Background: an optimization exercise with open tools, aiming at small area and a short achievable clock period. Do not read the settings as production practice.
In this exercise RTL edits were held to simulation tests only and were not proved equivalent to the original.
Power and IR drop assume default switching activity.

## design/flow/design.v

```verilog
module cayde_adder #(parameter WIDTH = 32) 
	( input logic [WIDTH-1:0] a, b,
	  output logic [WIDTH-1:0] y
	);
	assign y = a + b;
endmodule
module cayde_dff #( parameter WIDTH = 32 )
	( input logic clk, rst,
	  input logic [WIDTH-1:0] d,
	  output logic [WIDTH-1:0] q
	);
	always_ff @(posedge clk) begin
		if(rst)
			q <= 0;
		else
			q <= d;
	end
endmodule
module cayde_controller(input logic [6:0]opcode,
			output logic RegWrite,
			output logic [1:0] ALUop
		       );
	localparam logic [6:0] R_TYPE = 7'b0110011;
	localparam logic [6:0] I_TYPE = 7'b0010011;
	localparam logic [6:0] U_LUI  = 7'b0110111;
	assign RegWrite = (opcode==R_TYPE) || (opcode==I_TYPE) || (opcode==U_LUI);
	assign ALUop[0] = (opcode==I_TYPE) || (opcode==U_LUI);
	assign ALUop[1] = (opcode==R_TYPE) || (opcode==I_TYPE);
endmodule
module cayde_decoder ( input logic [31:0] instr_in,
		       input logic [1:0] ALUop,
		       output logic [3:0] alu_op,
		       output logic illegal_instr
		     );
	localparam logic [3:0] ALU_ADD  = 4'd0;
	localparam logic [3:0] ALU_SUB  = 4'd1;
	localparam logic [3:0] ALU_XOR  = 4'd2;
	localparam logic [3:0] ALU_AND  = 4'd3;
	localparam logic [3:0] ALU_OR   = 4'd4;
	localparam logic [3:0] ALU_SLT  = 4'd5;
	localparam logic [3:0] ALU_SLTU = 4'd6;
	localparam logic [3:0] ALU_SLL  = 4'd7;
	localparam logic [3:0] ALU_SRL  = 4'd8;
	localparam logic [3:0] ALU_SRA  = 4'd9;
	logic [31:0] instr;
	logic [6:0] funct7;
	logic [2:0] funct3;
	assign instr = instr_in;
	assign funct7 = instr[31:25];
	assign funct3 = instr[14:12];
	always_comb begin
		illegal_instr = 1'b0;
		alu_op = ALU_ADD;
		case (ALUop)
			2'b10: begin  
				case ({funct7, funct3})
					{7'b000_0000, 3'b000}: alu_op = ALU_ADD;
					{7'b010_0000, 3'b000}: alu_op = ALU_SUB;
					{7'b000_0000, 3'b100}: alu_op = ALU_XOR;
					{7'b000_0000, 3'b111}: alu_op = ALU_AND;
					{7'b000_0000, 3'b110}: alu_op = ALU_OR;
					{7'b000_0000, 3'b010}: alu_op = ALU_SLT;
					{7'b000_0000, 3'b011}: alu_op = ALU_SLTU;
					{7'b000_0000, 3'b001}: alu_op = ALU_SLL;
					{7'b000_0000, 3'b101}: alu_op = ALU_SRL;
					{7'b010_0000, 3'b101}: alu_op = ALU_SRA;
					default: illegal_instr = 1'b1;
				endcase
			end
			2'b11: begin  
				case (funct3)
					3'b000: alu_op = ALU_ADD;
					3'b100: alu_op = ALU_XOR;
					3'b111: alu_op = ALU_AND;
					3'b110: alu_op = ALU_OR;
					3'b010: alu_op = ALU_SLT;
					3'b011: alu_op = ALU_SLTU;
					3'b001: begin
						alu_op = ALU_SLL;
						illegal_instr = (funct7 != 7'b000_0000);
					end
					3'b101: begin
						alu_op = (funct7 == 7'b010_0000) ? ALU_SRA : ALU_SRL;
						illegal_instr = (funct7 != 7'b000_0000) && (funct7 != 7'b010_0000);
					end
					default: illegal_instr = 1'b1;
				endcase
			end
			2'b01: alu_op = ALU_ADD;  
			default: illegal_instr = 1'b1;
		endcase
	end
endmodule
module cayde_alu ( input logic [3:0] op_i,
		   input logic [31:0] op_a,
		   input logic [31:0] op_b,
		   output logic [31:0] res_var
		);
	localparam logic [3:0] ALU_ADD  = 4'd0;
	localparam logic [3:0] ALU_SUB  = 4'd1;
	localparam logic [3:0] ALU_XOR  = 4'd2;
	localparam logic [3:0] ALU_AND  = 4'd3;
	localparam logic [3:0] ALU_OR   = 4'd4;
	localparam logic [3:0] ALU_SLT  = 4'd5;
	localparam logic [3:0] ALU_SLTU = 4'd6;
	localparam logic [3:0] ALU_SLL  = 4'd7;
	localparam logic [3:0] ALU_SRL  = 4'd8;
	localparam logic [3:0] ALU_SRA  = 4'd9;
	always_comb begin
		case (op_i)
			ALU_ADD: res_var = op_a + op_b;
			ALU_SUB: res_var = op_a - op_b;
			ALU_XOR: res_var = op_a ^ op_b;
			ALU_AND: res_var = op_a & op_b;
			ALU_OR: res_var = op_a | op_b;
			ALU_SLT: res_var = {31'b0, $signed(op_a) < $signed(op_b)};
			ALU_SLTU: res_var = {31'b0, op_a < op_b};
			ALU_SLL: res_var = op_a << op_b[4:0];
			ALU_SRL: res_var = op_a >> op_b[4:0];
			ALU_SRA: res_var = $signed(op_a) >>> op_b[4:0];
			default: res_var = 32'b0;
		endcase
	end
endmodule
module cayde_regfile ( input logic clk,
		       input logic rst,
		       input logic [4:0] raddr_in1,
		       input logic [4:0] raddr_in2,
		       input logic [4:0] waddr_in,
		       input logic [31:0] wdata_in,
		       input logic wen_in,
		       output logic [31:0] rdata_out1,
		       output logic [31:0] rdata_out2
		     );
	reg [31:0] x1, x2, x3, x4, x5, x6, x7, x8, x9;
	reg [31:0] x10, x11, x12, x13, x14, x15, x16, x17, x18, x19;
	reg [31:0] x20, x21, x22, x23, x24, x25, x26, x27, x28, x29, x30, x31;
	always @(*) begin
		case (raddr_in1)
			5'b0_0000: rdata_out1 = 32'b0;
			5'b0_0001: rdata_out1 = x1;
			5'b0_0010: rdata_out1 = x2;
			5'b0_0011: rdata_out1 = x3;
			5'b0_0100: rdata_out1 = x4;
			5'b0_0101: rdata_out1 = x5;
			5'b0_0110: rdata_out1 = x6;
			5'b0_0111: rdata_out1 = x7;
			5'b0_1000: rdata_out1 = x8;
			5'b0_1001: rdata_out1 = x9;
			5'b0_1010: rdata_out1 = x10;
			5'b0_1011: rdata_out1 = x11;
			5'b0_1100: rdata_out1 = x12;
			5'b0_1101: rdata_out1 = x13;
			5'b0_1110: rdata_out1 = x14;
			5'b0_1111: rdata_out1 = x15;
			5'b1_0000: rdata_out1 = x16;
			5'b1_0001: rdata_out1 = x17;
			5'b1_0010: rdata_out1 = x18;
			5'b1_0011: rdata_out1 = x19;
			5'b1_0100: rdata_out1 = x20;
			5'b1_0101: rdata_out1 = x21;
			5'b1_0110: rdata_out1 = x22;
			5'b1_0111: rdata_out1 = x23;
			5'b1_1000: rdata_out1 = x24;
			5'b1_1001: rdata_out1 = x25;
			5'b1_1010: rdata_out1 = x26;
			5'b1_1011: rdata_out1 = x27;
			5'b1_1100: rdata_out1 = x28;
			5'b1_1101: rdata_out1 = x29;
			5'b1_1110: rdata_out1 = x30;
			5'b1_1111: rdata_out1 = x31;
			default: rdata_out1 = 32'b0;
		endcase
	end
	always @(*) begin
		case (raddr_in2)
			5'b0_0000: rdata_out2 = 32'b0;
			5'b0_0001: rdata_out2 = x1;
			5'b0_0010: rdata_out2 = x2;
			5'b0_0011: rdata_out2 = x3;
			5'b0_0100: rdata_out2 = x4;
			5'b0_0101: rdata_out2 = x5;
			5'b0_0110: rdata_out2 = x6;
			5'b0_0111: rdata_out2 = x7;
			5'b0_1000: rdata_out2 = x8;
			5'b0_1001: rdata_out2 = x9;
			5'b0_1010: rdata_out2 = x10;
			5'b0_1011: rdata_out2 = x11;
			5'b0_1100: rdata_out2 = x12;
			5'b0_1101: rdata_out2 = x13;
			5'b0_1110: rdata_out2 = x14;
			5'b0_1111: rdata_out2 = x15;
			5'b1_0000: rdata_out2 = x16;
			5'b1_0001: rdata_out2 = x17;
			5'b1_0010: rdata_out2 = x18;
			5'b1_0011: rdata_out2 = x19;
			5'b1_0100: rdata_out2 = x20;
			5'b1_0101: rdata_out2 = x21;
			5'b1_0110: rdata_out2 = x22;
			5'b1_0111: rdata_out2 = x23;
			5'b1_1000: rdata_out2 = x24;
			5'b1_1001: rdata_out2 = x25;
			5'b1_1010: rdata_out2 = x26;
			5'b1_1011: rdata_out2 = x27;
			5'b1_1100: rdata_out2 = x28;
			5'b1_1101: rdata_out2 = x29;
			5'b1_1110: rdata_out2 = x30;
			5'b1_1111: rdata_out2 = x31;
			default: rdata_out2 = 32'b0;
		endcase
	end
	always @(posedge clk) begin
		if (rst == 1) begin
			x1 <= 32'b0;
			x2 <= 32'b0;
			x3 <= 32'b0;
			x4 <= 32'b0;
			x5 <= 32'b0;
			x6 <= 32'b0;
			x7 <= 32'b0;
			x8 <= 32'b0;
			x9 <= 32'b0;
			x10 <= 32'b0;
			x11 <= 32'b0;
			x12 <= 32'b0;
			x13 <= 32'b0;
			x14 <= 32'b0;
			x15 <= 32'b0;
			x16 <= 32'b0;
			x17 <= 32'b0;
			x18 <= 32'b0;
			x19 <= 32'b0;
			x20 <= 32'b0;
			x21 <= 32'b0;
			x22 <= 32'b0;
			x23 <= 32'b0;
			x24 <= 32'b0;
			x25 <= 32'b0;
			x26 <= 32'b0;
			x27 <= 32'b0;
			x28 <= 32'b0;
			x29 <= 32'b0;
			x30 <= 32'b0;
			x31 <= 32'b0;
		end
		else if (wen_in) begin
			case (waddr_in)
				5'b0_0001: x1 <= wdata_in;
				5'b0_0010: x2 <= wdata_in;
				5'b0_0011: x3 <= wdata_in;
				5'b0_0100: x4 <= wdata_in;
				5'b0_0101: x5 <= wdata_in;
				5'b0_0110: x6 <= wdata_in;
				5'b0_0111: x7 <= wdata_in;
				5'b0_1000: x8 <= wdata_in;
				5'b0_1001: x9 <= wdata_in;
				5'b0_1010: x10 <= wdata_in;
				5'b0_1011: x11 <= wdata_in;
				5'b0_1100: x12 <= wdata_in;
				5'b0_1101: x13 <= wdata_in;
				5'b0_1110: x14 <= wdata_in;
				5'b0_1111: x15 <= wdata_in;
				5'b1_0000: x16 <= wdata_in;
				5'b1_0001: x17 <= wdata_in;
				5'b1_0010: x18 <= wdata_in;
				5'b1_0011: x19 <= wdata_in;
				5'b1_0100: x20 <= wdata_in;
				5'b1_0101: x21 <= wdata_in;
				5'b1_0110: x22 <= wdata_in;
				5'b1_0111: x23 <= wdata_in;
				5'b1_1000: x24 <= wdata_in;
				5'b1_1001: x25 <= wdata_in;
				5'b1_1010: x26 <= wdata_in;
				5'b1_1011: x27 <= wdata_in;
				5'b1_1100: x28 <= wdata_in;
				5'b1_1101: x29 <= wdata_in;
				5'b1_1110: x30 <= wdata_in;
				5'b1_1111: x31 <= wdata_in;
				default: ;
			endcase
		end
	end	
endmodule
module cayde (  input logic clk, rst,
		input logic RegWrite,
		input logic [1:0] ALUop,
		input logic [31:0] imem_rdata,
		output logic [8:0] imem_addr,
		output logic [6:0] opcode,
		output logic [6:0] funct7,
		output logic [2:0] funct3,
	        output logic [31:0] alu_output
	     );
	logic [8:0] PC, PCp4, PCval;
	logic [31:0] instr;
	logic [31:0] res;
	logic [31:0] alu_result;
	logic [4:0] rs1, rs2, rd;
	logic [3:0] alu_op;
	logic illegal_instr, wen;
	logic [31:0] reg1, reg2;
	logic [31:0] imm, op_a, op_b;
	assign rs1 = instr[19:15];
	assign rd = instr[11:7];
	assign rs2 = instr[24:20];
	cayde_adder #(9) pcadd (PC, 9'b100, PCp4);
	assign PCval = PCp4;
	cayde_dff #(9) pcreg (clk, rst, PCval, PC);
	assign imem_addr = PC;
	assign instr = imem_rdata;
	assign opcode = instr[6:0];
	assign funct7 = instr[31:25];
	assign funct3 = instr[14:12];
	cayde_decoder decoder (instr, ALUop, alu_op, illegal_instr);
	assign wen = RegWrite & ~illegal_instr;
	cayde_regfile regfile(clk, rst, rs1, rs2, rd, res, wen, reg1, reg2);
	assign imm = ALUop[1] ? {{20{instr[31]}}, instr[31:20]} : {instr[31:12], 12'b0};
	assign op_a = ALUop[1] ? reg1 : 32'b0;
	assign op_b = ALUop[0] ? imm : reg2;
	cayde_alu alu (alu_op, op_a, op_b, alu_result);
	assign res = alu_result;
	assign alu_output = res;
endmodule
module cayde_top ( input logic clk, rst,
		   input logic [31:0] imem_rdata,
		   output logic [8:0] imem_addr,
		   output logic [31:0] out
		 );
	logic [6:0] opcode;
	logic RegWrite;
	logic [1:0] ALUop;
	logic [6:0] funct7;
	logic [2:0] funct3;
	cayde_controller controller (opcode, RegWrite, ALUop);
	cayde top (clk, rst, RegWrite, ALUop, imem_rdata, imem_addr, opcode, funct7, funct3, out);
endmodule
```

## design/flow/run.sh

```bash
#!/bin/bash
# synth_recipe.tcl (not shown) runs the flow's synth.tcl, then flattens the netlist and writes it again
# the make line also repeats each setting of config.mk as NAME=value (left out here)
make -C /OpenROAD-flow-scripts/flow DESIGN_CONFIG=/design/flow/config.mk WORK_HOME=/design/flow/orfs CLKGATE_MAP_FILE= SYNTH_SCRIPT=/design/flow/synth_recipe.tcl finish
```

## design/flow/config.mk

```make
export PLATFORM = sky130hd
export DESIGN_NAME = cayde_top
export DESIGN_NICKNAME = cayde_top
export VERILOG_FILES = /design/flow/design.v
export SDC_FILE = /design/flow/constraint.sdc
export NUM_CORES = 4
export LEC_CHECK = 0
export CAP_MARGIN = 20
export CORE_MARGIN = 2
export CORE_UTILIZATION = 40
export PLACE_DENSITY = 0.6
export SETUP_SLACK_MARGIN = 0.5
export SLEW_MARGIN = 20
```

## design/flow/constraint.sdc

```tcl
create_clock -name core_clock -period 13.0 [get_ports {clk}]
set_input_delay 2.6000 -clock core_clock [delete_from_list [all_inputs] [get_ports {clk}]]
set_output_delay 2.6000 -clock core_clock [all_outputs]
set_load 0.01 [all_outputs]
```

==> flow_summary.toml <==
[outcome]
status = "finished clean"

[clock_tree]
cts_tree = "yes"
holdBufCountCts = 0
numClockSinks = 999
clk_pin_slew_worst_paths_ns = 0.06
root_buffer = "clkbuf_16"
clockBufferDepth = 3
clkLatencyLatePin_ns = 0.83
cts_made_buffers = 107
htree_levels = 3

[min_path]
hp-start = "top.pcreg.q[2]"
whs_path_depth = 1
hold_end = "top.pcreg.q[2]"
hp-class = "register to register"

[cells_and_area]
fillers = 14750
multi_input_area_sq_um = 36040
regArea_sq_um = 20000
syn_to_final_growth_pct = 14.42
fin_cells = 9632
nets = 7708
layout-drive-gt1-share_pct = 12.19

[power]
power_frac_comb_pct = 6.4
power.internal_mw = 5.081
power_density_nw_per_um2 = 101.3
p_clk_share_pct = 49.1
netSwitchingFraction_pct = 26.21
leakagePower_nw = 22.56
p_seq_share_pct = 44.5
peakVddDrop_mv = 0.1249
p_switching_mw = 1.805

[sta]
worstMarginPinSlew_ns = 1.318
setup_violations = 0
finClkSkew_ns = 0.06418
timing.setup.tns_ns = 0
slew-limit-headroom_pct = 11.74
slew_violations = 0
fin_crit_ns = 12.53
hold_viol_final = 0
finalCritPeriodShare_pct = 96.35
rsz0062_at_grt = "true"
fmax_mhz = 79.83

[detailed_routing]
vias = 72780
wl_um = 405100
first_pass_iters = 15
drt-initial-drc-count = 14830
route.detailed.drc = 0
wl_per_cell_um = 42.06
via_per_inst = 7.556
ant_nets = 0

[setup_path]
crit-reg2reg-launch = "top.regfile.x10[0]"
crit_type = "input port to output port"
reg2reg_slack_ns = 6.38
worstPathArrival_ns = 9.93
r2r_end = "top.regfile.x5[30]"
end_kind = "output port"
worstPathMaxFanout = 26
rr_worst_depth = 24
crit_required_ns = 10.40
crit_path_start_kind = "input port"

[global_routing]
grt_pass1_wl_um = 546300
grt_pass1_vias = 65770
antenna_found_initial = 34
grt_overflow = 0
grt_usage_pct = 51.00
grt_max_degree = 247

[synthesis]
synth_ff_type = "dfxtp_1"
yosysWarnings = 4
synth.most_common_cell = "nor2_1"
ys_async_sr_fraction_pct = 0
ys_ff_latch = 999
synthTopCellsByArea = "dfxtp_1 34%, a211oi_1 10%, nor2_1 7.7%"
synth_cell_types = 115
avgSynthCellArea_sq_um = 7.674
synth_area_leader_cell = "dfxtp_1"
syn_inst = 7741
ys_seq_area_share_pct = 33.67
synth.top_cell.area_share_pct = 33.67
synth.cell_area_sq_um = 59400
ys_top_cells_by_count = "1213 x nor2_1, 999 x dfxtp_1, 799 x a211oi_1"
synth_edf_count = 0

[run]
maxCapViolations = 0

[floorplanning]
initial_core_util_pct = 40.23
die_h_um = 389.4
die_area_sq_um = 151600
pin_count = 75
rows = 141
die_x_um = 389.4
fp.coreArea_sq_um = 147700

[placement]
routabilityCongestion = 1.123
portBuffers = 72
dp_hpwl_um = 278100
place_inst = 9380
## cell families after synthesis
family	Yosys count	share of synthesized area, %
compound gates	2476	31.04
xor+xnor	24	0.3538
fa+ha+maj	102	2.174
buf+inv	1002	7.304
flops	999	33.67
mux	41	0.7077
other cells	1	0.006313
simple gates	3096	24.75
## how the worst max path moves through the flow
stage                         from      end  slack [ns]  depth (start not counted)
floorplan           imem_rdata[21]  out[30]        2.42                         28
global placement    imem_rdata[19]  out[17]       -0.50                         24
detailed placement  imem_rdata[19]  out[17]        0.19                         24
CTS                 imem_rdata[19]  out[30]        0.51                         22
global route        imem_rdata[22]  out[30]        0.38                         25
finish              imem_rdata[17]  out[16]        0.47                         19
## timing repair
item,4_1_cts,5_1_grt
buffers inserted,3,5
gates cloned,0,3
pin swaps,1,5
endpoints found under the setup margin,9,14
gates resized for setup,10,25
endpoints found under the hold margin,0,0
## power groups by stage
stage | Sequential (mW) | Clock, mW | Combinational [mW]
floorplan | 3.13 | 0 | 0.192
detailed placement | 3.13 | 0 | 0.397
global placement | 3.13 | 0 | 0.395
global route | 3.06 | 3.47 | 0.426
finish | 3.07 | 3.38 | 0.438
CTS | 3.07 | 3.35 | 0.398
## cells in the final DEF, fill, tap and decap left out, types with 24 or more instances in the layout
| cell type | synthesis | routed |
|---|---|---|
| nor4_1 | 118 | 115 |
| o21a_1 | 51 | 51 |
| o21ai_0 | 165 | 163 |
| nand2_1 | 339 | 339 |
| a21oi_1 | 252 | 243 |
| and3_1 | 130 | 129 |
| dfxtp_1 | 999 | 999 |
| nor2_4 | 1 | 66 |
| nor3_1 | 151 | 148 |
| mux2i_1 | 33 | 33 |
| nand4_1 | 210 | 210 |
| buf_12 | 0 | 39 |
| clkdlybuf4s50_1 | 0 | 64 |
| a21o_1 | 26 | 25 |
| o311ai_0 | 35 | 35 |
| o41a_1 | 33 | 33 |
| o211ai_1 | 71 | 71 |
| ha_1 | 100 | 100 |
| a22oi_1 | 459 | 459 |
| a211o_1 | 40 | 40 |
| a211oi_1 | 799 | 796 |
| nor2_1 | 1213 | 1137 |
| a311oi_1 | 36 | 34 |
| a221oi_1 | 37 | 36 |
| diode_2 | 0 | 42 |
| buf_4 | 25 | 480 |
| and2_1 | 25 | 24 |
| a221o_1 | 29 | 28 |
| a41oi_1 | 32 | 32 |
| a2111oi_0 | 34 | 29 |
| nand3_1 | 718 | 716 |
| a22o_1 | 77 | 77 |
| inv_1 | 119 | 117 |
| o41ai_1 | 32 | 31 |
| a31oi_1 | 49 | 49 |
| clkbuf_16 | 0 | 108 |
## worst max-delay path, cell delays in order
cell             delay, ns
clkdlybuf4s50_1       0.59
buf_4                 0.33
and3b_4               0.26
buf_12                0.14
buf_4                 0.18
buf_6                 0.24
and3_1                0.24
a2111oi_0             0.64
nand4_1               0.63
o21ai_2               0.52
inv_2                 0.21
a21oi_1               0.24
nor3_1                0.10
o21ai_0               0.70
and2_1                0.36
nand2_1               0.13
a311oi_4              0.71
nand3_1               0.44
clkdlybuf4s50_1       0.60
## cell type report
| type | instances | area share (%) |
|---|---|---|
| antenna | 42 | 0.1546 |
| clock buffer | 153 | 4.563 |
| timing repair buffer | 593 | 7.556 |
| inverter | 127 | 0.7032 |
| sequential | 999 | 29.42 |
| multi-input combinational | 5744 | 53.03 |
| tap | 1930 | 3.553 |
| clock inverter | 44 | 1.018 |
## routing by layer
layer / track usage, % / up-vias / wire length (um)
met3: 22.99 / 2366 / 61430
met2: 71.28 / 6933 / 157600
met1: 58.67 / 34470 / 139400
li1: - / 28980 / -
met5: 1.818 / - / 781
met4: 43.69 / 32 / 45830
## metrics by stage
| stage | util (%) | worst slack (ns) | area (sq um) | hold WS [ns] | power, mW |
|---|---|---|---|---|---|
| 2_1_floorplan | - | 2.422 | 59410 | 0.4406 | 3.325 |
| 3_3_place_gp | 43.19 | -0.4951 | 63770 | 0.4480 | 3.528 |
| 3_5_place_dp | 43.25 | 0.1941 | 63860 | 0.4565 | 3.531 |
| 4_1_cts | 45.85 | 0.5061 | 67700 | 0.4709 | 6.810 |
| 5_1_grt | 45.98 | 0.3797 | 67900 | 0.4872 | 6.964 |
| 6_report | 46.03 | 0.4739 | 67970 | 0.4651 | 6.886 |

## re-timing with driven ports
The flow's constraints put no driver on any port. The routed layout listed below was extracted and timed again, unchanged, in two steps.
Step 1, drivers: a clkbuf_16 drives clk and a buf_2 each remaining input, both assumed.
Step 2 adds t to the input delays and takes it off the output delays; t is the mean of the earliest and latest rising clock arrival at the registers after step 1. Input paths then give back, and output paths get back, about the clock's delay inside the block.
Three values: ideal ports, drivers, drivers and shift; two values: the first two.
shift t [ns]: 0.881
setup WS [ns]: 0.474 / 0.310 / 0.310
worst slew at a driven data input, ns: 0.16
After both steps setup and hold are still met in this run. For this run, drivers alone change the setup slack by -0.164 ns; drivers and shift together by -0.164 ns.
